Context: an optimization exercise on an open-source flow, tuned for small area, a short achievable clock period and few clock cycles per item. The choices shown serve that exercise and are no tape-out recipe. Function was checked by simulation only, so behaviour that the tests miss may differ from the original.

==> flow/design.v <==
`timescale 1ns/1ns
module shapipe(
    input wire [0:511] message,
    input wire clk,
    input wire reset,
    output wire ready,
    output wire [255:0] hashvalue);
    localparam [31:0] H0 = 32'h6a09e667, H1 = 32'hbb67ae85,
                      H2 = 32'h3c6ef372, H3 = 32'ha54ff53a,
                      H4 = 32'h510e527f, H5 = 32'h9b05688c,
                      H6 = 32'h1f83d9ab, H7 = 32'h5be0cd19;
    function [31:0] ror(input [31:0] x, input integer n);
        ror = (x >> n) | (x << (32 - n));
    endfunction
    function [31:0] bs0(input [31:0] x);    
        bs0 = ror(x, 2) ^ ror(x, 13) ^ ror(x, 22);
    endfunction
    function [31:0] bs1(input [31:0] x);    
        bs1 = ror(x, 6) ^ ror(x, 11) ^ ror(x, 25);
    endfunction
    function [31:0] ss0(input [31:0] x);    
        ss0 = ror(x, 7) ^ ror(x, 18) ^ (x >> 3);
    endfunction
    function [31:0] ss1(input [31:0] x);    
        ss1 = ror(x, 17) ^ ror(x, 19) ^ (x >> 10);
    endfunction
    function [31:0] ch(input [31:0] x, input [31:0] y, input [31:0] z);
        ch = (x & y) ^ (~x & z);
    endfunction
    function [31:0] maj(input [31:0] x, input [31:0] y, input [31:0] z);
        maj = (x & y) | (x & z) | (y & z);
    endfunction
    function [31:0] kc(input [5:0] i);
        case (i)
        6'd00: kc = 32'h428a2f98; 6'd01: kc = 32'h71374491; 6'd02: kc = 32'hb5c0fbcf; 6'd03: kc = 32'he9b5dba5;
        6'd04: kc = 32'h3956c25b; 6'd05: kc = 32'h59f111f1; 6'd06: kc = 32'h923f82a4; 6'd07: kc = 32'hab1c5ed5;
        6'd08: kc = 32'hd807aa98; 6'd09: kc = 32'h12835b01; 6'd10: kc = 32'h243185be; 6'd11: kc = 32'h550c7dc3;
        6'd12: kc = 32'h72be5d74; 6'd13: kc = 32'h80deb1fe; 6'd14: kc = 32'h9bdc06a7; 6'd15: kc = 32'hc19bf174;
        6'd16: kc = 32'he49b69c1; 6'd17: kc = 32'hefbe4786; 6'd18: kc = 32'h0fc19dc6; 6'd19: kc = 32'h240ca1cc;
        6'd20: kc = 32'h2de92c6f; 6'd21: kc = 32'h4a7484aa; 6'd22: kc = 32'h5cb0a9dc; 6'd23: kc = 32'h76f988da;
        6'd24: kc = 32'h983e5152; 6'd25: kc = 32'ha831c66d; 6'd26: kc = 32'hb00327c8; 6'd27: kc = 32'hbf597fc7;
        6'd28: kc = 32'hc6e00bf3; 6'd29: kc = 32'hd5a79147; 6'd30: kc = 32'h06ca6351; 6'd31: kc = 32'h14292967;
        6'd32: kc = 32'h27b70a85; 6'd33: kc = 32'h2e1b2138; 6'd34: kc = 32'h4d2c6dfc; 6'd35: kc = 32'h53380d13;
        6'd36: kc = 32'h650a7354; 6'd37: kc = 32'h766a0abb; 6'd38: kc = 32'h81c2c92e; 6'd39: kc = 32'h92722c85;
        6'd40: kc = 32'ha2bfe8a1; 6'd41: kc = 32'ha81a664b; 6'd42: kc = 32'hc24b8b70; 6'd43: kc = 32'hc76c51a3;
        6'd44: kc = 32'hd192e819; 6'd45: kc = 32'hd6990624; 6'd46: kc = 32'hf40e3585; 6'd47: kc = 32'h106aa070;
        6'd48: kc = 32'h19a4c116; 6'd49: kc = 32'h1e376c08; 6'd50: kc = 32'h2748774c; 6'd51: kc = 32'h34b0bcb5;
        6'd52: kc = 32'h391c0cb3; 6'd53: kc = 32'h4ed8aa4a; 6'd54: kc = 32'h5b9cca4f; 6'd55: kc = 32'h682e6ff3;
        6'd56: kc = 32'h748f82ee; 6'd57: kc = 32'h78a5636f; 6'd58: kc = 32'h84c87814; 6'd59: kc = 32'h8cc70208;
        6'd60: kc = 32'h90befffa; 6'd61: kc = 32'ha4506ceb; 6'd62: kc = 32'hbef9a3f7; default: kc = 32'hc67178f2;
        endcase
    endfunction
    function [31:0] kn(input [5:0] t);
        case (t)
        6'd62: kn = 32'hc67178f2 + H0;
        6'd63: kn = H7;
        default: kn = kc(t + 6'd1);
        endcase
    endfunction
    localparam [31:0] T1C = H7 + bs1(H4) + ch(H4, H5, H6) + 32'h428a2f98;
    localparam [31:0] CA  = T1C + bs0(H0) + maj(H0, H1, H2);
    localparam [31:0] CE  = T1C + H3;
    localparam [31:0] CK1 = H6 + 32'h71374491;
    reg  [6:0]  t;                  
    reg  [31:0] a, b, c, d, e, f, g, hk;
    reg  [31:0] w [0:15];
    wire        run  = ~t[6];
    wire        last = (t[5:0] == 6'd63);
    wire [31:0] s1e = bs1(e);
    wire [31:0] che = ch(e, f, g);
    wire [31:0] s0a = bs0(a);
    wire [31:0] mja = maj(a, b, c);
    wire [31:0] x1 = hk ^ s1e ^ che;
    wire [31:0] y1 = {maj(hk, s1e, che), 1'b0} ;
    wire [31:0] x2 = x1 ^ y1 ^ s0a;
    wire [31:0] y2 = {maj(x1, y1, s0a), 1'b0};
    wire [31:0] x3 = x2 ^ y2 ^ mja;
    wire [31:0] y3 = {maj(x2, y2, mja), 1'b0};
    wire [31:0] xe = x1 ^ y1 ^ d;
    wire [31:0] ye = {maj(x1, y1, d), 1'b0};
    wire [31:0] anew = x3 + y3;
    wire [31:0] enew = xe + ye;
    wire [31:0] wt   = last ? 32'd0 : w[2];
    wire [31:0] hkn  = g + kn(t[5:0]) + wt;
    wire [31:0] wnew = ss1(w[14]) + w[9] + ss0(w[1]) + w[0];
    wire [31:0] dadd = (t[5:0] == 6'd62) ? H4 - H0 : (last ? H3 : 32'd0);
    integer i;
    always @(posedge clk) begin
        if (reset) begin
            t  <= 7'd1;
            a  <= CA + message[0:31];
            b  <= H0;
            c  <= H1;
            d  <= H2;
            e  <= CE + message[0:31];
            f  <= H4;
            g  <= H5;
            hk <= CK1 + message[32:63];
        end else if (run) begin
            t  <= t + 7'd1;
            a  <= anew;
            e  <= enew;
            hk <= hkn;
            d  <= c + dadd;
            if (last) begin
                b <= a + H1;
                c <= b + H2;
                f <= e + H5;
                g <= f + H6;
            end else begin
                b <= a;
                c <= b;
                f <= e;
                g <= f;
            end
        end
    end
    always @(posedge clk) begin
        if (reset) begin
            for (i = 0; i < 16; i = i + 1)
                w[i] <= message[32*i +: 32];
        end else begin
            for (i = 0; i < 15; i = i + 1)
                w[i] <= w[i+1];
            w[15] <= wnew;
        end
    end
    assign ready = t[6];
    assign hashvalue = {a, b, c, d, e, f, g, hk};
endmodule
==> flow/run.sh <==
#!/bin/bash
# synth_recipe.tcl (not shown) runs the flow's synth.tcl, then flattens the netlist and writes it again
# the make line also repeats each setting of config.mk as NAME=value (left out here)
make -C /OpenROAD-flow-scripts/flow DESIGN_CONFIG=/design/flow/config.mk WORK_HOME=/design/flow/orfs CLKGATE_MAP_FILE= SYNTH_SCRIPT=/design/flow/synth_recipe.tcl finish
==> flow/config.mk <==
export PLATFORM = sky130hd
export DESIGN_NAME = shapipe
export DESIGN_NICKNAME = shapipe
export VERILOG_FILES = /design/flow/design.v
export SDC_FILE = /design/flow/constraint.sdc
export NUM_CORES = 4
export LEC_CHECK = 0
export CAP_MARGIN = 20
export CORE_MARGIN = 2
export CORE_UTILIZATION = 30
export PLACE_DENSITY = 0.4
export SLEW_MARGIN = 20
export TNS_END_PERCENT = 100
==> flow/constraint.sdc <==
create_clock -name core_clock -period 11.0 [get_ports {clk}]
set_input_delay 2.2000 -clock core_clock [delete_from_list [all_inputs] [get_ports {clk}]]
set_output_delay 2.2000 -clock core_clock [all_outputs]
set_load 0.01 [all_outputs]
==> qor.csv, run 1 <==
metric;value;unit
Slowest Stage Delay on Critical Path;0.80;ns
Layout Area Growth over Synthesis;27.29;%
result of the run;finished clean;
Max Transition Viols Final;0;
IO buf count;770;
count of unique library cells instantiated by Yosys;98;
cell type group with the largest total delay on the critical path;compound AO/OA/AOI/OAI gates;
Setup Fix Bufs, Post-CTS;0;
commonest non-fill, non-tap cells in the layout;769 x sky130_fd_sc_hd__clkdlybuf4s50_1, 677 x sky130_fd_sc_hd__dfxtp_1, 489 x sky130_fd_sc_hd__mux2_2;
class of the tightest hold or removal check;flop to flop;
leftover overflow at the end of global routing;0;
worst hold path stage count;1;
I/O pin count;771;
arrival time worst endpoint;8.23;ns
setup slack at placement;3.514;ns
FF+latch area;16480;um2
quantity of hold-fixing buffers added after cts;0;
total standard cell area after synthesis;48630;um2
data required time at the worst endpoint;11.48;ns
CTS tree;built;
Final setup viols;0;
Cells after Synth;5158;
routed wire length per instance;30.80;um
# H-tree levels;3;
endpoint of the worst hold path;w[12][3];
first-pass iteration count of the detailed router;6;
utilization of the core after routing;38.51;%
cell count of the worst reg-to-reg path;22;
weighted congestion at the end of routability-driven global placement;0.9295;
row count;147;
vias per cell;5.113;
vias in the first global route;40860;
clock skew after layout;0.06583;ns
worst slew margin relative to its limit;27.41;%
number of synthesized register bits;775;
initial standard-cell utilization of the core;30.25;%
Die W;406.6;um
share of layout cells above drive strength 1;13.51;%
critical path fanouts, max;55;
sink count of the clock tree;775;
final std cells w/o fill;8049;
HPWL Detailed;197300;um
TritonCTS Buffers;98;
pin count of the biggest net entering global routing;179;
count of antenna-violating nets left after detailed routing;0;
endpoint of the lowest-slack register-to-register path;hk[30];
wire length of the first global-routing pass;338200;um
RSZ-0062 raised after global routing;no;
commonest non-fill, non-tap cell in the layout;sky130_fd_sc_hd__clkdlybuf4s50_1;
clk slew on worst S/H paths;0.06;ns
minimum clock period;7.750;ns
crit start category;flop;
portion of the post-synthesis area used by sequential elements;33.88;%
nature of the critical path endpoint;flop;
antenna violations before repair;54;
beginning of the worst hold path;w[13][3];
DRC violation total after the first TritonRoute iteration;3293;
Root Buffer Master;sky130_fd_sc_hd__clkbuf_16;
async set or reset register ratio after synthesis;0;%
number of buffers and inverters on the critical path;5;
highest attainable clock frequency;129.0;MHz
Total Nets Final;6692;
number of remaining DRC errors;0;
smallest setup slack after layout;3.250;ns
insertion delay to the later sink of the worst-skew pair;0.77;ns
number of filler instances in the final layout;16480;
CP max-delay cell;sky130_fd_sc_hd__dfxtp_1;
critical path type;flop to flop;
actual transition at the worst max-transition pin;1.087;ns
total vias in the final route;41160;
multi-input gate area in the final layout;29570;um2
EDFF count, synth;96;
RR Startpoint;t[2];
CTS max path bufs;3;
core region area;160800;um2
aggregate negative setup slack;0;ns
placed insts;7851;
count of final hold-check violations;0;
Routed Wire Length;247900;um
critical path cell sequence;clkinv_1 > ha_2 > buf_4 > buf_4 > nand2_1 > a21boi_0 > a211oi_1 > a2111oi_0 > o21ai_0 > fa_1 > inv_1 > ha_1 > o21a_1 > o21ai_0 > o31ai_1 > buf_4 > a31oi_1 > a31oi_1 > a31oi_1 > o21ai_0 > nor4_1 > a211oi_1;
Synth Flop Type;sky130_fd_sc_hd__dfxtp_1;
reg2reg setup slack;3.25;ns
ratio of final minimum period to clock period;70.45;%
area enclosed by the die boundary;165300;um2
Net Count, Synth;6059;
average instance area after synthesis;9.428;um2
Vert. Die Dim;406.6;um
combined global-route utilization of all metal layers;29.38;%
warning count from the yosys run;2;
post_cts resized;0;
number of maximum-capacitance constraint violations;0;
[cells by family after synthesis]
| family | after synthesis | share of synthesized area (%) |
|---|---|---|
| AND/OR/NAND/NOR | 1061 | 9.839 |
| XOR/XNOR | 581 | 10.49 |
| adder cells (fa/ha/maj) | 419 | 13.97 |
| buffers and inverters | 699 | 5.473 |
| flip-flops | 775 | 33.88 |
| multiplexers | 541 | 12.44 |
| AO/OA/AOI/OAI | 1082 | 13.90 |
[stage by stage]
stage	area, um2	hold WS (ns)
after floorplan	48630	0.4304
after global placement	58500	0.4374
after detailed placement	58500	0.4407
after CTS	61870	0.4391
after global routing	61870	0.4650
final	61900	0.4341
[registers in the layout, indices dropped and copies added (netlist names), 32 cells and up]
signal,flops
a,32
c,32
w,512
e,32
b,32
f,32
d,32
hk,32
g,32
[routing by layer]
| layer | GRT usage, % | vias up | share of wire [%] |
|---|---|---|---|
| met5 | 0 | - | 0.15 |
| met4 | 9.097 | 60 | 3.3 |
| met3 | 6.250 | 359 | 7.0 |
| met2 | 49.10 | 1590 | 47 |
| met1 | 37.69 | 20190 | 42 |
| li1 | - | 18960 | - |
[Yosys cell counts, drive strengths merged, types with 170 or more instances]
cell | instances | share of area [%]
nor2 | 299 | 2.3
o21ai | 318 | 3.3
clkbuf | 261 | 2.0
inv | 384 | 3.0
xor2 | 209 | 3.8
nand2 | 401 | 3.1
ha | 170 | 4.4
a21oi | 327 | 3.4
mux2 | 489 | 11
xnor2 | 372 | 6.7
dfxtp | 679 | 28
fa | 217 | 8.9
[how the worst max path moves through the flow]
stage | startpoint | end | depth (start not counted) | slack [ns]
after floorplan | reset | a[0] | 4 | 4.97
after global placement | t[2] | hk[30] | 22 | 3.43
after detailed placement | t[2] | hk[30] | 22 | 3.51
after CTS | t[2] | hk[30] | 22 | 3.49
after global routing | t[2] | hk[30] | 22 | 2.75
final | t[2] | hk[30] | 22 | 3.25
[final cells by class]
class / count / share of cell area, %
multi-input combinational: 3684 / 47.78
timing repair buffer: 844 / 13.38
clock buffer: 145 / 4.570
antenna: 14 / 0.05660
clock inverter: 39 / 0.8692
inverter: 388 / 2.361
sequential: 775 / 26.62
tap: 2160 / 4.366
Testbench counts, summed over its fixed seeds: cycles 20,800, items 320.
==> inputs of run 2 (changes only) <==
--- a/flow/config.mk
+++ b/flow/config.mk
@@ -7,2 +7,3 @@
 export LEC_CHECK = 0
+export ABC_CLOCK_PERIOD_IN_PS = 4500
 export CAP_MARGIN = 20
@@ -11,2 +12,3 @@
 export PLACE_DENSITY = 0.4
+export SETUP_SLACK_MARGIN = 5
 export SLEW_MARGIN = 20
==> run 2 against run 1 <==
Worst setup slack better by 1.9 ns. Highest routed layer unchanged. Critical endpoint is now hk[31]. First-iteration DRC count up 8.0%. Largest cell class unchanged.
==> qor.csv, run 2 <==
metric;value;unit;change
class of the tightest hold or removal check;flop to flop;;unchanged
share of layout cells above drive strength 1;14.90;%;was 13.51%
weighted congestion at the end of routability-driven global placement;0.9702;;was 0.9295
Cells after Synth;5158;;unchanged
total vias in the final route;41320;;was 41160
quantity of hold-fixing buffers added after cts;0;;unchanged
IO buf count;770;;unchanged
wire length of the first global-routing pass;341600;um;was 338200 um
Slowest Stage Delay on Critical Path;0.52;ns;was 0.80 ns
row count;147;;unchanged
vias in the first global route;41340;;was 40860
critical path cell sequence;buf_12 > and3_2 > xnor2_4 > buf_4 > buf_6 > nand3_1 > a311oi_1 > nor3_4 > fa_1 > inv_1 > ha_1 > o211ai_1 > a21oi_2 > o21bai_2 > a31oi_1 > buf_4 > a211oi_4 > o31ai_4 > a221oi_2 > xnor2_1 > mux2i_1;;was clkinv_1 > ha_2 > buf_4 > buf_4 > nand2_1 > a21boi_0 > a211oi_1 > a2111oi_0 > o21ai_0 > fa_1 > inv_1 > ha_1 > o21a_1 > o21ai_0 > o31ai_1 > buf_4 > a31oi_1 > a31oi_1 > a31oi_1 > o21ai_0 > nor4_1 > a211oi_1
number of synthesized register bits;775;;unchanged
CP max-delay cell;sky130_fd_sc_hd__fa_1;;was sky130_fd_sc_hd__dfxtp_1
count of final hold-check violations;0;;unchanged
routed wire length per instance;30.97;um;was 30.80 um
max reg flops;512;;unchanged
crit start category;flop;;unchanged
Final setup viols;0;;unchanged
CTS max path bufs;3;;unchanged
placed insts;7857;;was 7851
critical path fanouts, max;41;;was 55
HPWL Detailed;198600;um;was 197300 um
Root Buffer Master;sky130_fd_sc_hd__clkbuf_16;;unchanged
cell type group with the largest total delay on the critical path;compound AO/OA/AOI/OAI gates;;unchanged
Layout Area Growth over Synthesis;29.05;%;was 27.29%
number of maximum-capacitance constraint violations;0;;unchanged
clk slew on worst S/H paths;0.06;ns;about the same
area enclosed by the die boundary;165300;um2;unchanged
nature of the critical path endpoint;flop;;unchanged
most frequent cells after synthesis;679 x sky130_fd_sc_hd__dfxtp_1, 489 x sky130_fd_sc_hd__mux2_2, 401 x sky130_fd_sc_hd__nand2_1;;unchanged
number of buffers and inverters on the critical path;5;;unchanged
final std cells w/o fill;8085;;was 8049
minimum clock period;5.821;ns;was 7.750 ns
Routed Wire Length;250400;um;was 247900 um
vias per cell;5.111;;was 5.113
aggregate negative setup slack;0;ns;unchanged
critical path type;flop to flop;;unchanged
combined global-route utilization of all metal layers;29.63;%;was 29.38%
library cell occupying the most area in the post-synthesis netlist;sky130_fd_sc_hd__dfxtp_1;;unchanged
sink count of the clock tree;775;;unchanged
worst slew margin relative to its limit;27.23;%;was 27.41%
total standard cell area after synthesis;48630;um2;unchanged
register containing the most flip-flops in the final layout;w;;unchanged
highest attainable clock frequency;171.8;MHz;was 129.0 MHz
async set or reset register ratio after synthesis;0;%;unchanged
TritonCTS Buffers;98;;unchanged
first-pass iteration count of the detailed router;6;;unchanged
cell with the most instances after synthesis;sky130_fd_sc_hd__dfxtp_1;;unchanged
antenna violations before repair;39;;was 54
EDFF count, synth;96;;unchanged
data required time at the worst endpoint;11.46;ns;was 11.48 ns
Area contributors post-synth;sky130_fd_sc_hd__dfxtp_1 28%, sky130_fd_sc_hd__mux2_2 11%, sky130_fd_sc_hd__fa_1 8.9%;;unchanged
result of the run;finished clean;;unchanged
portion of the post-synthesis area used by sequential elements;33.88;%;unchanged
commonest non-fill, non-tap cell in the layout;sky130_fd_sc_hd__clkdlybuf4s50_1;;unchanged
number of remaining DRC errors;0;;unchanged
leftover overflow at the end of global routing;0;;unchanged
warning count from the yosys run;2;;unchanged
average instance area after synthesis;9.428;um2;unchanged
Yosys top cell area share;27.95;%;unchanged
ratio of final minimum period to clock period;52.92;%;was 70.45%
core region area;160800;um2;unchanged
DRC violation total after the first TritonRoute iteration;3558;;was 3293
Synth Flop Type;sky130_fd_sc_hd__dfxtp_1;;unchanged
actual transition at the worst max-transition pin;1.084;ns;was 1.087 ns
RSZ-0062 raised after global routing;yes;;was no
reg2reg setup slack;5.18;ns;was 3.25 ns
Net Count, Synth;6059;;unchanged
count of unique library cells instantiated by Yosys;98;;unchanged
Vert. Die Dim;406.6;um;unchanged
pin count of the biggest net entering global routing;128;;was 179
arrival time worst endpoint;6.28;ns;was 8.23 ns
commonest non-fill, non-tap cells in the layout;769 x sky130_fd_sc_hd__clkdlybuf4s50_1, 674 x sky130_fd_sc_hd__dfxtp_1, 489 x sky130_fd_sc_hd__mux2_2;;was 769 x sky130_fd_sc_hd__clkdlybuf4s50_1, 677 x sky130_fd_sc_hd__dfxtp_1, 489 x sky130_fd_sc_hd__mux2_2
Die W;406.6;um;unchanged
cell seen most often among critical-path stages;sky130_fd_sc_hd__buf_4;;
# H-tree levels;3;;unchanged
initial standard-cell utilization of the core;30.25;%;unchanged
Total Nets Final;6735;;was 6692
CTS tree;built;;unchanged
Max Transition Viols Final;0;;unchanged
clock skew after layout;0.04936;ns;was 0.06583 ns
I/O pin count;771;;unchanged
count of antenna-violating nets left after detailed routing;0;;unchanged
insertion delay to the later sink of the worst-skew pair;0.75;ns;was 0.77 ns
-- run 2: metrics by stage --
stage | setup slack [ns] | utilization [%] | instance area, um2 | hold WS, ns
floorplan | 5.112 | - | 48630 | 0.4304
global placement | 3.815 | 36.43 | 58570 | 0.4372
detailed placement | 3.816 | 36.43 | 58570 | 0.4398
CTS | 4.963 | 38.67 | 62170 | 0.4131
global route | 4.977 | 39.02 | 62730 | 0.4337
finish | 5.179 | 39.04 | 62760 | 0.4260
-- run 2: per-layer routing --
layer / up-vias / track usage [%] / share of wire, %
met3: 324 / 6.866 / 7.4
met5: - / 0 / 0.10
met2: 1617 / 49.67 / 47
met4: 44 / 8.252 / 3.1
met1: 20290 / 37.90 / 42
li1: 19050 / - / -
-- run 2: cells by family after synthesis --
kind of cell	Yosys count	share of synthesized area [%]
buffers and inverters	699	5.473
adder cells (fa/ha/maj)	419	13.97
flip-flops	775	33.88
AO/OA/AOI/OAI	1082	13.90
XOR/XNOR	581	10.49
multiplexers	541	12.44
AND/OR/NAND/NOR	1061	9.839
-- run 2: path summary, 6_finish.rpt --
path | start | endpoint | cells after the start
worst max-delay path | t[1] | hk[31] | 21
worst min-delay path | w[13][5] | w[12][5] | 1
worst max register to register | t[1] | hk[31] | 21
worst min register to register | w[13][5] | w[12][5] | 1
-- run 2: cell type report --
cell class | count | area [um2]
Multi-Input combinational cell | 3686 | 29900
Fill cell | 16330 | 98000
Clock inverter | 37 | 425.4
Timing Repair Buffer | 885 | 8803
Sequential cell | 775 | 16490
Antenna cell | 11 | 27.53
Tap cell | 2160 | 2703
Clock buffer | 143 | 2927
Inverter | 388 | 1471
-- run 2: worst register-to-register path, stage by stage (launching register included) --
cell and delay [ns]:
sky130_fd_sc_hd__dfxtp_4 0.38, sky130_fd_sc_hd__buf_12 0.16, sky130_fd_sc_hd__and3_2 0.35, sky130_fd_sc_hd__xnor2_4 0.14, sky130_fd_sc_hd__buf_4 0.31, sky130_fd_sc_hd__buf_6 0.42
sky130_fd_sc_hd__nand3_1 0.34, sky130_fd_sc_hd__a311oi_1 0.51, sky130_fd_sc_hd__nor3_4 0.10, sky130_fd_sc_hd__fa_1 0.52, sky130_fd_sc_hd__inv_1 0.04, sky130_fd_sc_hd__ha_1 0.32
sky130_fd_sc_hd__o211ai_1 0.25, sky130_fd_sc_hd__a21oi_2 0.09, sky130_fd_sc_hd__o21bai_2 0.20, sky130_fd_sc_hd__a31oi_1 0.10, sky130_fd_sc_hd__buf_4 0.17, sky130_fd_sc_hd__a211oi_4 0.46
sky130_fd_sc_hd__o31ai_4 0.15, sky130_fd_sc_hd__a221oi_2 0.31, sky130_fd_sc_hd__xnor2_1 0.16, sky130_fd_sc_hd__mux2i_1 0.09
-- run 2: timing repair --
| item | 4_1_cts | 5_1_grt |
|---|---|---|
| gates resized for setup | 40 | 61 |
| pin swaps | 3 | 7 |
| setup buffers | 8 | 25 |
| cloned | 2 | 2 |
| endpoints found under the setup margin | 24 | 21 |
==> inputs of run 3 (changes only) <==
==> flow/flow/run.sh (new file) <==
#!/bin/bash
set -euo pipefail
export BUFFER_PORTS_ARGS="-buffer_cell sky130_fd_sc_hd__buf_1"
bash standard.sh > make_finish.log 2>&1
==> flow/standard.sh (new file) <==
#!/bin/bash
# synth_recipe.tcl (not shown) runs the flow's synth.tcl, then flattens the netlist and writes it again
# the make line also repeats each setting of config.mk as NAME=value (left out here)
make -C /OpenROAD-flow-scripts/flow DESIGN_CONFIG=/design/flow/config.mk WORK_HOME=/design/flow/orfs CLKGATE_MAP_FILE= SYNTH_SCRIPT=/design/flow/synth_recipe.tcl "${@:-finish}"
removed: flow/run.sh
==> run 3 against run 2 <==
Still clean on timing, DRC and antenna. First-iteration DRC count down 7.5%. Fmax up 0.11%. Critical path depth down 5. Critical endpoint is now a[31]. Largest cell class unchanged.
==> qor.csv, run 3 <==
metric;value;unit;change
clock skew after layout;0.06326;ns;was 0.04936 ns
average instance area after synthesis;9.428;um2;unchanged
pin count of the biggest net entering global routing;175;;was 128
share of layout cells above drive strength 1;14.39;%;was 14.90%
number of maximum-capacitance constraint violations;0;;unchanged
Net Count, Synth;6059;;unchanged
Yosys top cell area share;27.95;%;unchanged
total standard cell area after synthesis;48630;um2;unchanged
Die W;406.6;um;unchanged
Slowest Stage Delay on Critical Path;0.66;ns;was 0.52 ns
IO buf count;770;;unchanged
count of antenna-violating nets left after detailed routing;0;;unchanged
beginning of the critical path;e[16];;was t[1]
DRC violation total after the first TritonRoute iteration;3292;;was 3558
Area contributors post-synth;sky130_fd_sc_hd__dfxtp_1 28%, sky130_fd_sc_hd__mux2_2 11%, sky130_fd_sc_hd__fa_1 8.9%;;unchanged
Vert. Die Dim;406.6;um;unchanged
data required time at the worst endpoint;11.44;ns;was 11.46 ns
Total Nets Final;6716;;was 6735
first-pass iteration count of the detailed router;5;;was 6
vias in the first global route;40630;;was 41340
endpoint of the lowest-slack register-to-register path;a[31];;was hk[31]
async set or reset register ratio after synthesis;0;%;unchanged
initial standard-cell utilization of the core;30.25;%;unchanged
critical path type;flop to flop;;unchanged
# H-tree levels;3;;unchanged
actual transition at the worst max-transition pin;1.058;ns;was 1.084 ns
placed insts;7859;;was 7857
final std cells w/o fill;8066;;was 8085
worst slew margin relative to its limit;29.44;%;was 27.23%
antenna violations before repair;51;;was 39
Root Buffer Master;sky130_fd_sc_hd__clkbuf_16;;unchanged
minimum clock period;5.815;ns;was 5.821 ns
number of remaining DRC errors;0;;unchanged
warning count from the yosys run;2;;unchanged
CTS max path bufs;3;;unchanged
Layout Area Growth over Synthesis;18.58;%;was 29.05%
class of the tightest hold or removal check;flop to flop;;unchanged
area of all placed cells without fillers;57670;um2;was 62760 um2
vias per cell;5.107;;was 5.111
combined global-route utilization of all metal layers;28.33;%;was 29.63%
leftover overflow at the end of global routing;0;;unchanged
highest attainable clock frequency;172.0;MHz;was 171.8 MHz
Synth Flop Type;sky130_fd_sc_hd__dfxtp_1;;unchanged
cell seen most often among critical-path stages;sky130_fd_sc_hd__fa_1;;was sky130_fd_sc_hd__buf_4
count of unique library cells instantiated by Yosys;98;;unchanged
commonest non-fill, non-tap cell in the layout;sky130_fd_sc_hd__buf_1;;was sky130_fd_sc_hd__clkdlybuf4s50_1
TritonCTS Buffers;97;;was 98
total vias in the final route;41190;;was 41320
row count;147;;unchanged
Cells after Synth;5158;;unchanged
cell with the most instances after synthesis;sky130_fd_sc_hd__dfxtp_1;;unchanged
result of the run;finished clean;;unchanged
count of final hold-check violations;0;;unchanged
critical path cell sequence;o21ai_0 > fa_1 > inv_1 > fa_1 > inv_1 > fa_1 > ha_1 > and4_1 > and3_1 > a32oi_1 > nand3_1 > a31o_2 > a211oi_1 > a21oi_1 > xnor2_1 > mux2i_1;;was buf_12 > and3_2 > xnor2_4 > buf_4 > buf_6 > nand3_1 > a311oi_1 > nor3_4 > fa_1 > inv_1 > ha_1 > o211ai_1 > a21oi_2 > o21bai_2 > a31oi_1 > buf_4 > a211oi_4 > o31ai_4 > a221oi_2 > xnor2_1 > mux2i_1
commonest non-fill, non-tap cells in the layout;769 x sky130_fd_sc_hd__buf_1, 675 x sky130_fd_sc_hd__dfxtp_1, 489 x sky130_fd_sc_hd__mux2_2;;was 769 x sky130_fd_sc_hd__clkdlybuf4s50_1, 674 x sky130_fd_sc_hd__dfxtp_1, 489 x sky130_fd_sc_hd__mux2_2
RR Startpoint;e[16];;was t[1]
quantity of hold-fixing buffers added after cts;0;;unchanged
HPWL Detailed;189600;um;was 198600 um
number of filler instances in the final layout;16850;;was 16330
clk slew on worst S/H paths;0.06;ns;about the same
cell count of the worst reg-to-reg path;16;;was 21
endpoint of the worst setup timing path;a[31];;was hk[31]
core region area;160800;um2;unchanged
CP max-delay cell;sky130_fd_sc_hd__edfxtp_1;;was sky130_fd_sc_hd__fa_1
Final setup viols;0;;unchanged
reg2reg setup slack;5.19;ns;was 5.18 ns
library cell occupying the most area in the post-synthesis netlist;sky130_fd_sc_hd__dfxtp_1;;unchanged
Max Transition Viols Final;0;;unchanged
weighted congestion at the end of routability-driven global placement;0.9587;;was 0.9702
placed standard-cell area;53760;um2;was 58570 um2
critical path fanouts, max;12;;was 41
CTS tree;built;;unchanged
arrival time worst endpoint;6.26;ns;was 6.28 ns
number of synthesized register bits;775;;unchanged
aggregate negative setup slack;0;ns;unchanged
insertion delay to the later sink of the worst-skew pair;0.76;ns;was 0.75 ns
register containing the most flip-flops in the final layout;w;;unchanged
Routed Wire Length;240200;um;was 250400 um
sink count of the clock tree;775;;unchanged
nature of the critical path endpoint;flop;;unchanged
ratio of final minimum period to clock period;52.86;%;was 52.92%
portion of the post-synthesis area used by sequential elements;33.88;%;unchanged
RSZ-0062 raised after global routing;no;;was yes
most frequent cells after synthesis;679 x sky130_fd_sc_hd__dfxtp_1, 489 x sky130_fd_sc_hd__mux2_2, 401 x sky130_fd_sc_hd__nand2_1;;unchanged
EDFF count, synth;96;;unchanged
wire length of the first global-routing pass;327700;um;was 341600 um
area enclosed by the die boundary;165300;um2;unchanged
I/O pin count;771;;unchanged
max reg flops;512;;unchanged
routed wire length per instance;29.77;um;was 30.97 um
crit start category;flop;;unchanged
-- run 3: repair_timing --
item / 4_1_cts / 5_1_grt
endpoints found under the setup margin: 26 / 18
gates resized for setup: 41 / 41
setup buffers: 3 / 9
gates cloned: 2 / 3
pin swaps: 3 / 9
-- run 3: area by class of cell --
class | count | area [um2] | share of cell area (%)
Multi-Input combinational cell | 3685 | 29820 | 51.71
Sequential cell | 775 | 16490 | 28.59
Timing Repair Buffer | 868 | 3856 | 6.687
Clock buffer | 146 | 2895 | 5.021
Tap cell | 2160 | 2703 | 4.687
Inverter | 388 | 1468 | 2.545
Clock inverter | 36 | 421.7 | 0.7312
Antenna cell | 8 | 20.02 | 0.03472
-- run 3: worst min path at each step --
stage | from | end | slack (ns) | cells past startpoint
after floorplan | w[2][0] | w[1][0] | 0.43 | 2
after global placement | w[7][31] | w[6][31] | 0.44 | 1
after detailed placement | w[3][12] | w[2][12] | 0.44 | 1
after CTS | w[15][12] | w[14][12] | 0.43 | 1
after global routing | w[15][16] | w[14][16] | 0.45 | 1
final | w[11][3] | w[10][3] | 0.42 | 1
-- run 3: cell families after synthesis --
kind of cell               Yosys count  share of synthesized area (%)
buffers and inverters              699                          5.473
and+or+nand+nor                   1061                          9.839
xor gates and xnor gates           581                          10.49
AOI/OAI and AO/OA                 1082                          13.90
adders and majority gates          419                          13.97
DFF                                775                          33.88
muxes                              541                          12.44
-- run 3: critical path, delay by kind of cell, from the launching register on --
kind	cells	cell delay (ns)
xor+xnor	1	0.20
flops	1	0.66
buf+inv	2	0.32
fa+ha+maj	4	1.77
simple gates	3	0.82
compound gates	5	1.67
mux	1	0.09
-- run 3: layer usage --
metal / share of wire (%) / track usage [%] / up-vias
li1: - / - / 19030
met1: 42 / 35.89 / 20080
met2: 47 / 47.49 / 1654
met3: 6.8 / 5.811 / 379
met4: 4.0 / 10.09 / 50
met5: 0.14 / 0 / -
-- run 3: per-stage QoR --
| step | util, % | setup slack, ns | hold slack (ns) |
|---|---|---|---|
| CTS | 35.66 | 5.002 | 0.4268 |
| finish | 35.87 | 5.185 | 0.4204 |
| detailed placement | 33.44 | 3.575 | 0.4398 |
| global placement | 33.44 | 3.497 | 0.4365 |
| floorplan | - | 5.112 | 0.4304 |
| global route | 35.86 | 4.990 | 0.4480 |
==> inputs of run 4 (changes only) <==
==> flow/flow/run.sh (replaced) <==
#!/bin/bash
set -euo pipefail
export BUFFER_PORTS_ARGS="-buffer_cell sky130_fd_sc_hd__buf_1"
export SETUP_SLACK_MARGIN=7
bash standard.sh > make_finish.log 2>&1
--- a/flow/config.mk
+++ b/flow/config.mk
@@ -7,8 +7,7 @@
 export LEC_CHECK = 0
-export ABC_CLOCK_PERIOD_IN_PS = 4500
+export ABC_CLOCK_PERIOD_IN_PS = 4000
 export CAP_MARGIN = 20
 export CORE_MARGIN = 2
-export CORE_UTILIZATION = 30
-export PLACE_DENSITY = 0.4
-export SETUP_SLACK_MARGIN = 5
+export CORE_UTILIZATION = 55
+export PLACE_DENSITY = 0.65
 export SLEW_MARGIN = 20
==> run 4 against run 3 <==
Fmax increased by 15%. Clock-buffer cell count decreased by 32. Via count increased by 7.7%. Sequential share of layout area decreased by 1.6 points. Sequential cell count unchanged. Synthesized area unchanged. Final area increased by 6.4%. Register-to-register slack improved by 0.77 ns. Non-clock buffer count increased by 247. Critical path type unchanged. Largest cell class unchanged.
==> qor.csv, run 4 <==
metric;value;unit;change
Cells after Synth;5158;;unchanged
number of remaining DRC errors;0;;unchanged
critical path cell sequence;clkinv_4 > ha_4 > buf_4 > buf_12 > a21oi_1 > o21ai_0 > nand3_1 > o311ai_0 > o21ai_1 > o21ai_1 > fa_1 > ha_1 > a21oi_1 > nor2b_1 > nor2_1 > a21oi_1 > a221oi_2 > xnor2_1 > mux2i_1;;was o21ai_0 > fa_1 > inv_1 > fa_1 > inv_1 > fa_1 > ha_1 > and4_1 > and3_1 > a32oi_1 > nand3_1 > a31o_2 > a211oi_1 > a21oi_1 > xnor2_1 > mux2i_1
RR Startpoint;t[2];;was e[16]
Slowest Stage Delay on Critical Path;0.47;ns;was 0.66 ns
Layout Area Growth over Synthesis;26.17;%;was 18.58%
total vias in the final route;44380;;was 41190
placed standard-cell area;52920;um2;was 53760 um2
# H-tree levels;3;;unchanged
smallest hold slack;0.4436;ns;was 0.4204 ns
portion of netlist area occupied by mux cells;12.45;%;unchanged
share of layout cells above drive strength 1;24.92;%;was 14.39%
register containing the most flip-flops in the final layout;w;;unchanged
vias per cell;6.077;;was 5.107
number of synthesized register bits;775;;unchanged
clk slew on worst S/H paths;0.08;ns;was 0.06 ns
first-pass iteration count of the detailed router;9;;was 5
crit start category;flop;;unchanged
leftover overflow at the end of global routing;0;;unchanged
area enclosed by the die boundary;90810;um2;was 165300 um2
DRC violation total after the first TritonRoute iteration;4976;;was 3292
area of all placed cells without fillers;61360;um2;was 57670 um2
met2 layer usage reported by global route;69.41;%;was 47.49%
critical path type;flop to flop;;unchanged
count of final hold-check violations;0;;unchanged
wire length of the first global-routing pass;294100;um;was 327700 um
average instance area after synthesis;9.428;um2;unchanged
RSZ-0062 raised after global routing;yes;;was no
class of the tightest hold or removal check;flop to flop;;unchanged
weighted congestion at the end of routability-driven global placement;1.027;;was 0.9587
beginning of the critical path;t[2];;was e[16]
Root Buffer Master;sky130_fd_sc_hd__clkbuf_16;;unchanged
minimum clock period;5.044;ns;was 5.815 ns
commonest non-fill, non-tap cell in the layout;sky130_fd_sc_hd__buf_1;;unchanged
Vert. Die Dim;301.4;um;was 406.6 um
portion of the post-synthesis area used by sequential elements;33.88;%;unchanged
worst slew margin relative to its limit;30.47;%;was 29.44%
max reg flops;512;;unchanged
sink count of the clock tree;775;;unchanged
HPWL Detailed;154600;um;was 189600 um
ratio of final minimum period to clock period;45.85;%;was 52.86%
combined global-route utilization of all metal layers;44.94;%;was 28.33%
EDFF count, synth;96;;unchanged
routed wire length per instance;29.00;um;was 29.77 um
IO buf count;770;;unchanged
row count;109;;was 147
result of the run;finished clean;;unchanged
highest attainable clock frequency;198.3;MHz;was 172.0 MHz
Final setup viols;0;;unchanged
XOR/XNOR share of the synthesized area;10.49;%;unchanged
CTS tree;built;;unchanged
cell type group with the largest total delay on the critical path;compound AO/OA/AOI/OAI gates;;was adder cells
aggregate negative setup slack;0;ns;unchanged
Synth Flop Type;sky130_fd_sc_hd__dfxtp_1;;unchanged
cell with the most instances after synthesis;sky130_fd_sc_hd__dfxtp_1;;unchanged
Max Transition Viols Final;0;;unchanged
pin count of the biggest net entering global routing;174;;was 175
count of unique library cells instantiated by Yosys;98;;unchanged
total standard cell area after synthesis;48630;um2;unchanged
insertion delay to the later sink of the worst-skew pair;0.71;ns;was 0.76 ns
beginning of the worst hold path;w[12][12];;was w[11][3]
Net Count, Synth;6059;;unchanged
global-route track usage on met3;13.10;%;was 5.811%
most used routing layer;met2;;unchanged
met1 track utilization from global routing;54.98;%;was 35.89%
most frequent cells after synthesis;679 x sky130_fd_sc_hd__dfxtp_1, 489 x sky130_fd_sc_hd__mux2_2, 401 x sky130_fd_sc_hd__nand2_1;;unchanged
reg2reg setup slack;5.96;ns;was 5.19 ns
quantity of hold-fixing buffers added after cts;0;;unchanged
number of maximum-capacitance constraint violations;0;;unchanged
nature of the critical path endpoint;flop;;unchanged
TritonCTS Buffers;83;;was 97
count of antenna-violating nets left after detailed routing;0;;unchanged
Die W;301.4;um;was 406.6 um
warning count from the yosys run;2;;unchanged
I/O pin count;771;;unchanged
CTS max path bufs;3;;unchanged
smallest setup slack after layout;5.956;ns;was 5.185 ns
library cell occupying the most area in the post-synthesis netlist;sky130_fd_sc_hd__dfxtp_1;;unchanged
critical path fanouts, max;11;;was 12
arrival time worst endpoint;5.47;ns;was 6.26 ns
initial standard-cell utilization of the core;55.28;%;was 30.25%
Adder-Cell Fraction of Synth Area;13.97;%;unchanged
compound-gate portion of the synthesized area;13.90;%;unchanged
Routed Wire Length;211800;um;was 240200 um
async set or reset register ratio after synthesis;0;%;unchanged
core region area;87970;um2;was 160800 um2
actual transition at the worst max-transition pin;1.043;ns;was 1.058 ns
clock skew after layout;0.04109;ns;was 0.06326 ns
setup slack at placement;4.305;ns;was 3.575 ns
basic-gate share of the synthesized area counting and, or, nand and nor cells;9.839;%;unchanged
largest family of logic cells by synthesized area;adder cells;;unchanged
commonest non-fill, non-tap cells in the layout;767 x sky130_fd_sc_hd__buf_1, 629 x sky130_fd_sc_hd__dfxtp_1, 481 x sky130_fd_sc_hd__mux2_2;;was 769 x sky130_fd_sc_hd__buf_1, 675 x sky130_fd_sc_hd__dfxtp_1, 489 x sky130_fd_sc_hd__mux2_2
Total Nets Final;6951;;was 6716
vias in the first global route;42080;;was 40630
cell seen most often among critical-path stages;sky130_fd_sc_hd__a21oi_1;;was sky130_fd_sc_hd__fa_1
Area contributors post-synth;sky130_fd_sc_hd__dfxtp_1 28%, sky130_fd_sc_hd__mux2_2 11%, sky130_fd_sc_hd__fa_1 8.9%;;unchanged
CP max-delay cell;sky130_fd_sc_hd__fa_1;;was sky130_fd_sc_hd__edfxtp_1
antenna violations before repair;23;;was 51
number of buffers and inverters on the critical path;3;;was 2
Yosys top cell area share;27.95;%;unchanged
data required time at the worst endpoint;11.43;ns;was 11.44 ns
[run 4: metrics by stage]
step	utilization [%]	instances
final	69.75	7303
after global routing	69.72	7293
after CTS	67.64	7206
after detailed placement	60.16	6821
after global placement	60.16	6821
after floorplan	-	5158
[run 4: kinds of logic (layout without fill, tap and decap cells)]
group	after synthesis	after routing
XOR/XNOR	581	581
AO/OA/AOI/OAI	1082	1082
AND/OR/NAND/NOR	1061	1061
other	0	19
multiplexers	541	541
flip-flops	775	775
adder cells (fa/ha/maj)	419	419
buffers and inverters	699	1660
[run 4: path summary, 6_finish.rpt]
check              endpoint  depth (start not counted)
setup / recovery     hk[31]                         19
hold / removal    w[11][12]                          1
setup reg to reg     hk[31]                         19
hold reg to reg   w[11][12]                          1
[run 4: final cells by class]
cell class / instances / area [um2]
Clock inverter: 40 / 451.7
Tap cell: 1165 / 1458
Sequential cell: 775 / 16570
Clock buffer: 114 / 2416
Timing Repair inverter: 3 / 33.78
Timing Repair Buffer: 1115 / 6396
Fill cell: 6908 / 26610
Antenna cell: 19 / 47.55
Inverter: 388 / 1534
Multi-Input combinational cell: 3684 / 32450
[run 4: layer usage]
layer / up-vias / share of wire (%)
li1: 19460 / -
met3: 779 / 12
met1: 21260 / 36
met5: - / 0.044
met4: 14 / 8.0
met2: 2866 / 44
[run 4: repair_timing]
item	4_1_cts	5_1_grt
resized for setup	416	255
pin swaps	189	203
endpoints found under the setup margin	486	321
cloned	13	2
setup buffers	218	76
==> inputs of run 5 (changes only) <==
==> flow/flow/run.sh (replaced) <==
#!/bin/bash
set -euo pipefail
export BUFFER_PORTS_ARGS="-buffer_cell sky130_fd_sc_hd__buf_1"
export SETUP_SLACK_MARGIN=6
bash standard.sh > make_finish.log 2>&1
==> run 5 against run 4 <==
Hold slack about the same. Die area unchanged. First-iteration DRC count is 0.92% lower. Final area decreased by 4.8%. Highest routed layer unchanged. Sequential share of layout area rose by 1.2 points. Clock skew shrank 0.0044 ns. Largest cell class unchanged. Critical path depth grew 3. Sequential cell count stayed put.
==> qor.csv, run 5 <==
metric;value;unit;change
result of the run;finished clean;;unchanged
TritonCTS Buffers;84;;was 83
clk slew on worst S/H paths;0.06;ns;was 0.08 ns
class of the tightest hold or removal check;flop to flop;;unchanged
warning count from the yosys run;2;;unchanged
register containing the most flip-flops in the final layout;w;;unchanged
library cell occupying the most area in the post-synthesis netlist;sky130_fd_sc_hd__dfxtp_1;;unchanged
combined global-route utilization of all metal layers;44.55;%;was 44.94%
setup slack at placement;3.837;ns;was 4.305 ns
vias in the first global route;41420;;was 42080
number of remaining DRC errors;0;;unchanged
vias per cell;6.101;;was 6.077
Area contributors post-synth;sky130_fd_sc_hd__dfxtp_1 28%, sky130_fd_sc_hd__mux2_2 11%, sky130_fd_sc_hd__fa_1 8.9%;;unchanged
wire length of the first global-routing pass;291800;um;was 294100 um
area enclosed by the die boundary;90810;um2;unchanged
average instance area after synthesis;9.428;um2;unchanged
placed insts;6837;;was 6821
total standard cell area after synthesis;48630;um2;unchanged
Routed Wire Length;208700;um;was 211800 um
core region area;87970;um2;unchanged
Synth Flop Type;sky130_fd_sc_hd__dfxtp_1;;unchanged
async set or reset register ratio after synthesis;0;%;unchanged
IO buf count;770;;unchanged
leftover overflow at the end of global routing;0;;unchanged
Total Nets Final;6839;;was 6951
routed wire length per instance;29.07;um;was 29.00 um
Net Count, Synth;6059;;unchanged
highest attainable clock frequency;189.9;MHz;was 198.3 MHz
utilization of the core after routing;66.39;%;was 69.75%
RSZ-0062 raised after global routing;yes;;unchanged
HPWL Detailed;156600;um;was 154600 um
weighted congestion at the end of routability-driven global placement;1.009;;was 1.027
Yosys top cell area share;27.95;%;unchanged
pin count of the biggest net entering global routing;205;;was 174
most frequent cells after synthesis;679 x sky130_fd_sc_hd__dfxtp_1, 489 x sky130_fd_sc_hd__mux2_2, 401 x sky130_fd_sc_hd__nand2_1;;unchanged
number of synthesized register bits;775;;unchanged
total vias in the final route;43800;;was 44380
Max Transition Viols Final;0;;unchanged
initial standard-cell utilization of the core;55.28;%;unchanged
Die W;301.4;um;unchanged
nature of the critical path endpoint;flop;;unchanged
max reg flops;512;;unchanged
critical path fanouts, max;32;;was 11
quantity of hold-fixing buffers added after cts;0;;unchanged
cell with the most instances after synthesis;sky130_fd_sc_hd__dfxtp_1;;unchanged
placed standard-cell area;52390;um2;was 52920 um2
actual transition at the worst max-transition pin;1.109;ns;was 1.043 ns
first-pass iteration count of the detailed router;6;;was 9
minimum clock period;5.267;ns;was 5.044 ns
CTS max path bufs;3;;unchanged
row count;109;;unchanged
EDFF count, synth;96;;unchanged
commonest non-fill, non-tap cell in the layout;sky130_fd_sc_hd__buf_1;;unchanged
worst slew margin relative to its limit;25.28;%;was 30.47%
Vert. Die Dim;301.4;um;unchanged
commonest non-fill, non-tap cells in the layout;768 x sky130_fd_sc_hd__buf_1, 669 x sky130_fd_sc_hd__dfxtp_1, 489 x sky130_fd_sc_hd__mux2_2;;was 767 x sky130_fd_sc_hd__buf_1, 629 x sky130_fd_sc_hd__dfxtp_1, 481 x sky130_fd_sc_hd__mux2_2
crit start category;flop;;unchanged
insertion delay to the later sink of the worst-skew pair;0.69;ns;was 0.71 ns
DRC violation total after the first TritonRoute iteration;4930;;was 4976
clock skew after layout;0.03674;ns;was 0.04109 ns
CTS tree;built;;unchanged
aggregate negative setup slack;0;ns;unchanged
data required time at the worst endpoint;11.42;ns;was 11.43 ns
Root Buffer Master;sky130_fd_sc_hd__clkbuf_16;;unchanged
Final setup viols;0;;unchanged
count of unique library cells instantiated by Yosys;98;;unchanged
critical path type;flop to flop;;unchanged
portion of the post-synthesis area used by sequential elements;33.88;%;unchanged
arrival time worst endpoint;5.69;ns;was 5.47 ns
area of all placed cells without fillers;58400;um2;was 61360 um2
I/O pin count;771;;unchanged
count of antenna-violating nets left after detailed routing;0;;unchanged
number of maximum-capacitance constraint violations;0;;unchanged
ratio of final minimum period to clock period;47.88;%;was 45.85%
final std cells w/o fill;7179;;was 7303
Layout Area Growth over Synthesis;20.08;%;was 26.17%
smallest setup slack after layout;5.733;ns;was 5.956 ns
antenna violations before repair;17;;was 23
number of filler instances in the final layout;7261;;was 6908
count of final hold-check violations;0;;unchanged
sink count of the clock tree;775;;unchanged
# H-tree levels;3;;unchanged
share of layout cells above drive strength 1;18.57;%;was 24.92%
Cells after Synth;5158;;unchanged
[run 5: kinds of logic after synthesis]
kind of cell / after synthesis / share of synthesized area [%]
XOR/XNOR: 581 / 10.49
multiplexers: 541 / 12.44
adder cells (fa/ha/maj): 419 / 13.97
AO/OA/AOI/OAI: 1082 / 13.90
buffers and inverters: 699 / 5.473
AND/OR/NAND/NOR: 1061 / 9.839
flip-flops: 775 / 33.88
[run 5: path summary, 6_finish.rpt]
path | depth (start not counted) | from | slack [ns] | endpoint
worst min register to register | 1 | w[13][18] | 0.44 | w[12][18]
worst max-delay path | 22 | t[0] | 5.73 | hk[30]
worst min-delay path | 1 | w[13][18] | 0.44 | w[12][18]
worst max register to register | 22 | t[0] | 5.73 | hk[30]
[run 5: repair_timing]
action,in CTS,in global routing
setup buffers,125,39
resized for setup,205,122
cloned,15,0
pin swaps,53,61
setup endpoints to repair,75,104
[run 5: worst max-delay path, cell delays in order (launching register included)]
cell and delay [ns]:
sky130_fd_sc_hd__dfxtp_4 0.35, sky130_fd_sc_hd__buf_12 0.14, sky130_fd_sc_hd__buf_4 0.13, sky130_fd_sc_hd__and3_4 0.22
sky130_fd_sc_hd__xnor2_4 0.20, sky130_fd_sc_hd__buf_12 0.18, sky130_fd_sc_hd__buf_16 0.20, sky130_fd_sc_hd__nand2_1 0.22
sky130_fd_sc_hd__nand2_1 0.20, sky130_fd_sc_hd__a21oi_1 0.06, sky130_fd_sc_hd__a211oi_1 0.20, sky130_fd_sc_hd__o21ai_0 0.10
sky130_fd_sc_hd__a31oi_1 0.68, sky130_fd_sc_hd__fa_1 0.55, sky130_fd_sc_hd__inv_1 0.07, sky130_fd_sc_hd__ha_1 0.27
sky130_fd_sc_hd__a21o_1 0.19, sky130_fd_sc_hd__a21o_1 0.22, sky130_fd_sc_hd__a21o_1 0.19, sky130_fd_sc_hd__a31oi_1 0.23
sky130_fd_sc_hd__o21ai_1 0.12, sky130_fd_sc_hd__nor4_1 0.18, sky130_fd_sc_hd__a211oi_1 0.08
[run 5: layout make-up]
class / instances / area (um2) / area share, %
multi-input combinational: 3685 / 30720 / 52.61
sequential: 775 / 16500 / 28.25
timing repair buffer: 1002 / 5278 / 9.038
clock buffer: 116 / 2427 / 4.157
inverter: 388 / 1510 / 2.586
tap: 1165 / 1458 / 2.496
clock inverter: 36 / 460.4 / 0.7885
antenna: 10 / 25.02 / 0.04285
timing repair inverter: 2 / 20.02 / 0.03428
[run 5: through the flow]
stage / hold WS (ns)
floorplan: 0.4304
global placement: 0.4360
detailed placement: 0.4417
CTS: 0.4346
global route: 0.4589
finish: 0.4438
[run 5: metal layers]
layer,wire length (um),share of wire (%),vias to the layer above,GRT usage [%]
met1,76550,37,21020,54.40
met5,77,0.037,-,0
met4,16630,8.0,12,29.45
li1,-,-,19280,-
met3,24250,12,712,13.76
met2,91180,44,2777,67.80
==> inputs of run 6 (changes only) <==
--- a/flow/design.v
+++ b/flow/design.v
@@ -84,3 +84,3 @@
     wire [31:0] hkn  = g + kn(t[5:0]) + wt;
-    wire [31:0] wnew = ss1(w[14]) + w[9] + ss0(w[1]) + w[0];
+    wire [31:0] wnew = ss1(w[14]) + ~w[9] + ss0(~w[1]) + w[0];
     wire [31:0] dadd = (t[5:0] == 6'd62) ? H4 - H0 : (last ? H3 : 32'd0);
@@ -120,7 +120,7 @@
             for (i = 0; i < 16; i = i + 1)
-                w[i] <= message[32*i +: 32];
+                w[i] <= (i % 2) ? ~message[32*i +: 32] : message[32*i +: 32];
         end else begin
             for (i = 0; i < 15; i = i + 1)
-                w[i] <= w[i+1];
-            w[15] <= wnew;
+                w[i] <= ~w[i+1];
+            w[15] <= ~wnew;
         end
==> run 6 against run 5 <==
Global-route usage is 0.85 points higher. First-iteration DRC count is 17% higher. Wire length rose by 1.2%. Utilization is 0.76 points higher. Sequential cell count stayed put. Fmax grew 2.1%. Hold slack worse by 0.060 ns. Clock-buffer cell count up 1. Highest routed layer unchanged.
==> qor.csv, run 6 <==
metric;value;unit;change
portion of the post-synthesis area used by sequential elements;34.43;%;was 33.88%
IO buf count;770;;unchanged
crit start category;flop;;unchanged
actual transition at the worst max-transition pin;1.102;ns;was 1.109 ns
DRC violation total after the first TritonRoute iteration;5766;;was 4930
count of unique library cells instantiated by Yosys;90;;was 98
number of filler instances in the final layout;7278;;was 7261
warning count from the yosys run;2;;unchanged
EDFF count, synth;96;;unchanged
initial standard-cell utilization of the core;55.33;%;was 55.28%
CTS tree;built;;unchanged
result of the run;finished clean;;unchanged
number of remaining DRC errors;0;;unchanged
aggregate negative setup slack;0;ns;unchanged
library cell occupying the most area in the post-synthesis netlist;sky130_fd_sc_hd__dfxtp_1;;unchanged
commonest non-fill, non-tap cells in the layout;769 x sky130_fd_sc_hd__buf_1, 672 x sky130_fd_sc_hd__dfxtp_1, 595 x sky130_fd_sc_hd__nand2_1;;was 768 x sky130_fd_sc_hd__buf_1, 669 x sky130_fd_sc_hd__dfxtp_1, 489 x sky130_fd_sc_hd__mux2_2
critical path cell sequence;ha_4 > inv_6 > ha_4 > inv_8 > buf_12 > ha_2 > a211oi_1 > a21oi_1 > o211ai_1 > fa_1 > ha_4 > a211oi_2 > nor2_2 > a211oi_4 > nand4b_1 > a31oi_4 > buf_6 > o21bai_1 > a21oi_1 > xor2_1 > a21oi_1;;was buf_12 > buf_4 > and3_4 > xnor2_4 > buf_12 > buf_16 > nand2_1 > nand2_1 > a21oi_1 > a211oi_1 > o21ai_0 > a31oi_1 > fa_1 > inv_1 > ha_1 > a21o_1 > a21o_1 > a21o_1 > a31oi_1 > o21ai_1 > nor4_1 > a211oi_1
Max Transition Viols Final;0;;unchanged
max reg flops;512;;unchanged
leftover overflow at the end of global routing;0;;unchanged
Die W;299.0;um;was 301.4 um
Layout Area Growth over Synthesis;21.35;%;was 20.08%
Root Buffer Master;sky130_fd_sc_hd__clkbuf_16;;unchanged
FF+latch area;16490;um2;was 16500 um2
I/O pin count;771;;unchanged
vias per cell;6.098;;was 6.101
utilization of the core after routing;67.14;%;was 66.39%
minimum clock period;5.158;ns;was 5.267 ns
RSZ-0062 raised after global routing;yes;;unchanged
ratio of final minimum period to clock period;46.89;%;was 47.88%
total standard cell area after synthesis;47850;um2;was 48630 um2
Routed Wire Length;211300;um;was 208700 um
async set or reset register ratio after synthesis;0;%;unchanged
# H-tree levels;3;;unchanged
first-pass iteration count of the detailed router;9;;was 6
data required time at the worst endpoint;11.41;ns;was 11.42 ns
Synth Flop Type;sky130_fd_sc_hd__dfxtp_1;;unchanged
count of antenna-violating nets left after detailed routing;0;;unchanged
multi-input gate area in the final layout;30190;um2;was 30720 um2
Area contributors post-synth;sky130_fd_sc_hd__dfxtp_1 28%, sky130_fd_sc_hd__fa_1 9.1%, sky130_fd_sc_hd__xnor2_1 6.9%;;was sky130_fd_sc_hd__dfxtp_1 28%, sky130_fd_sc_hd__mux2_2 11%, sky130_fd_sc_hd__fa_1 8.9%
insertion delay to the later sink of the worst-skew pair;0.70;ns;was 0.69 ns
arrival time worst endpoint;5.57;ns;was 5.69 ns
vias in the first global route;42280;;was 41420
Vert. Die Dim;299.0;um;was 301.4 um
Slowest Stage Delay on Critical Path;0.55;ns;was 0.68 ns
placed standard-cell area;51390;um2;was 52390 um2
core region area;86480;um2;was 87970 um2
most frequent cells after synthesis;679 x sky130_fd_sc_hd__dfxtp_1, 611 x sky130_fd_sc_hd__nand2_1, 480 x sky130_fd_sc_hd__o21ai_0;;was 679 x sky130_fd_sc_hd__dfxtp_1, 489 x sky130_fd_sc_hd__mux2_2, 401 x sky130_fd_sc_hd__nand2_1
sink count of the clock tree;775;;unchanged
row count;108;;was 109
commonest non-fill, non-tap cell in the layout;sky130_fd_sc_hd__buf_1;;unchanged
wire length of the first global-routing pass;295300;um;was 291800 um
number of maximum-capacitance constraint violations;0;;unchanged
CTS max path bufs;3;;unchanged
area of all placed cells without fillers;58070;um2;was 58400 um2
antenna violations before repair;30;;was 17
pin count of the biggest net entering global routing;212;;was 205
Yosys top cell area share;28.41;%;was 27.95%
count of final hold-check violations;0;;unchanged
weighted congestion at the end of routability-driven global placement;1.059;;was 1.009
clock skew after layout;0.03369;ns;was 0.03674 ns
CP max-delay cell;sky130_fd_sc_hd__fa_1;;was sky130_fd_sc_hd__a31oi_1
Net Count, Synth;6302;;was 6059
HPWL Detailed;156800;um;was 156600 um
clk slew on worst S/H paths;0.06;ns;about the same
combined global-route utilization of all metal layers;45.40;%;was 44.55%
Cells after Synth;5402;;was 5158
class of the tightest hold or removal check;flop to flop;;unchanged
highest attainable clock frequency;193.9;MHz;was 189.9 MHz
register containing the most flip-flops in the final layout;w;;unchanged
average instance area after synthesis;8.858;um2;was 9.428 um2
Total Nets Final;7053;;was 6839
share of layout cells above drive strength 1;11.55;%;was 18.57%
total vias in the final route;45120;;was 43800
number of synthesized register bits;775;;unchanged
area enclosed by the die boundary;89380;um2;was 90810 um2
worst slew margin relative to its limit;26.54;%;was 25.28%
TritonCTS Buffers;85;;was 84
nature of the critical path endpoint;flop;;unchanged
Final setup viols;0;;unchanged
cell with the most instances after synthesis;sky130_fd_sc_hd__dfxtp_1;;unchanged
critical path type;flop to flop;;unchanged
routed wire length per instance;28.56;um;was 29.07 um
critical path fanouts, max;6;;was 32
run 6: worst paths after layout:
check                               from        to  slack, ns  depth (start not counted)
worst max-delay path                t[0]    hk[28]       5.84                         21
worst min register to register  w[4][21]  w[3][21]       0.38                          1
worst min-delay path            w[4][21]  w[3][21]       0.38                          1
worst max register to register      t[0]    hk[28]       5.84                         21
run 6: kinds of logic after synthesis:
group	count (synthesis)	synth area share (%)
DFF	775	34.43
AOI/OAI and AO/OA	1309	16.53
muxes	320	6.921
and+or+nand+nor	1301	11.89
xor gates and xnor gates	563	10.30
adders and majority gates	419	14.19
buffers and inverters	715	5.739
run 6: cell type report:
| class | count | area share [%] |
|---|---|---|
| Antenna cell | 19 | 0.08188 |
| Timing Repair Buffer | 1007 | 9.304 |
| Sequential cell | 775 | 28.41 |
| Inverter | 372 | 2.476 |
| Tap cell | 1155 | 2.489 |
| Clock buffer | 117 | 4.344 |
| Clock inverter | 42 | 0.9050 |
| Multi-Input combinational cell | 3912 | 51.99 |
run 6: what timing repair did:
item                       CTS  global route
resized for setup          235           174
gates cloned                11             5
hold buffers                 0             0
pin swaps                   63            78
setup endpoints to repair   76           207
setup buffers              134            43
run 6: critical path, delay by kind of cell (launching register included):
kind | cells | cell delay, ns
compound gates | 9 | 1.86
buf+inv | 4 | 0.41
flops | 1 | 0.41
fa+ha+maj | 5 | 1.65
xor+xnor | 1 | 0.18
simple gates | 2 | 0.36
run 6: through the flow:
step                setup WS [ns]  hold WS [ns]  std cells
floorplan                   5.984        0.3875       5402
global placement            4.269        0.3892       7028
detailed placement          4.270        0.3924       7028
CTS                         5.899        0.3959       7332
global route                5.761        0.4098       7395
finish                      5.842        0.3836       7399
run 6: metal layers:
| metal | up-vias | routed length, um | global-route usage [%] |
|---|---|---|---|
| met5 | - | 127 | 0 |
| li1 | 19960 | - | - |
| met3 | 730 | 25620 | 12.79 |
| met1 | 21370 | 76610 | 56.56 |
| met4 | 20 | 16590 | 29.04 |
| met2 | 3040 | 92340 | 69.27 |
Testbench counts of run 6, summed over its fixed seeds: cycles 20,800, items 320.

==> afterwards: timing with drivers on the ports <==
The flow's constraints put no driver on any port. The routed layouts listed below were extracted and timed again, unchanged, in two steps.
Step 1: set_driving_cell puts a clkbuf_16 on clk and a buf_2 on each other input, an assumption about the parent block.
Step 2 adds t to the input delays and takes it off the output delays; t is the mean of the earliest and latest rising clock arrival at the registers after step 1. Input paths then give back, and output paths get back, about the clock's delay inside the block.
a / b / c = no drivers / after step 1 / after step 2; a / b = the first two.
run | t (ns) | setup slack, ns | worst setup path after step 2 | slew at the worst register clock pin (ns) | cell pins on the clock port's net
run 1 | 0.831 | 3.250 / 3.250 / 3.250 | register to register | 0.08 / 0.08 | 1
run 2 | 0.820 | 5.179 / 5.179 / 4.981 | input to register | 0.07 / 0.07 | 1
run 3 | 0.812 | 5.185 / 5.185 / 5.185 | register to register | 0.07 / 0.07 | 1
run 4 | 0.758 | 5.956 / 5.956 / 5.728 | input to register | 0.08 / 0.08 | 1
run 5 | 0.750 | 5.733 / 5.733 / 5.389 | input to register | 0.07 / 0.07 | 1
run 6 | 0.762 | 5.842 / 5.842 / 5.329 | input to register | 0.07 / 0.07 | 1
After both steps setup and hold are still met in every run listed. For run 6, which loses most, drivers alone change the setup slack by 0.000 ns; drivers and shift together by -0.513 ns.
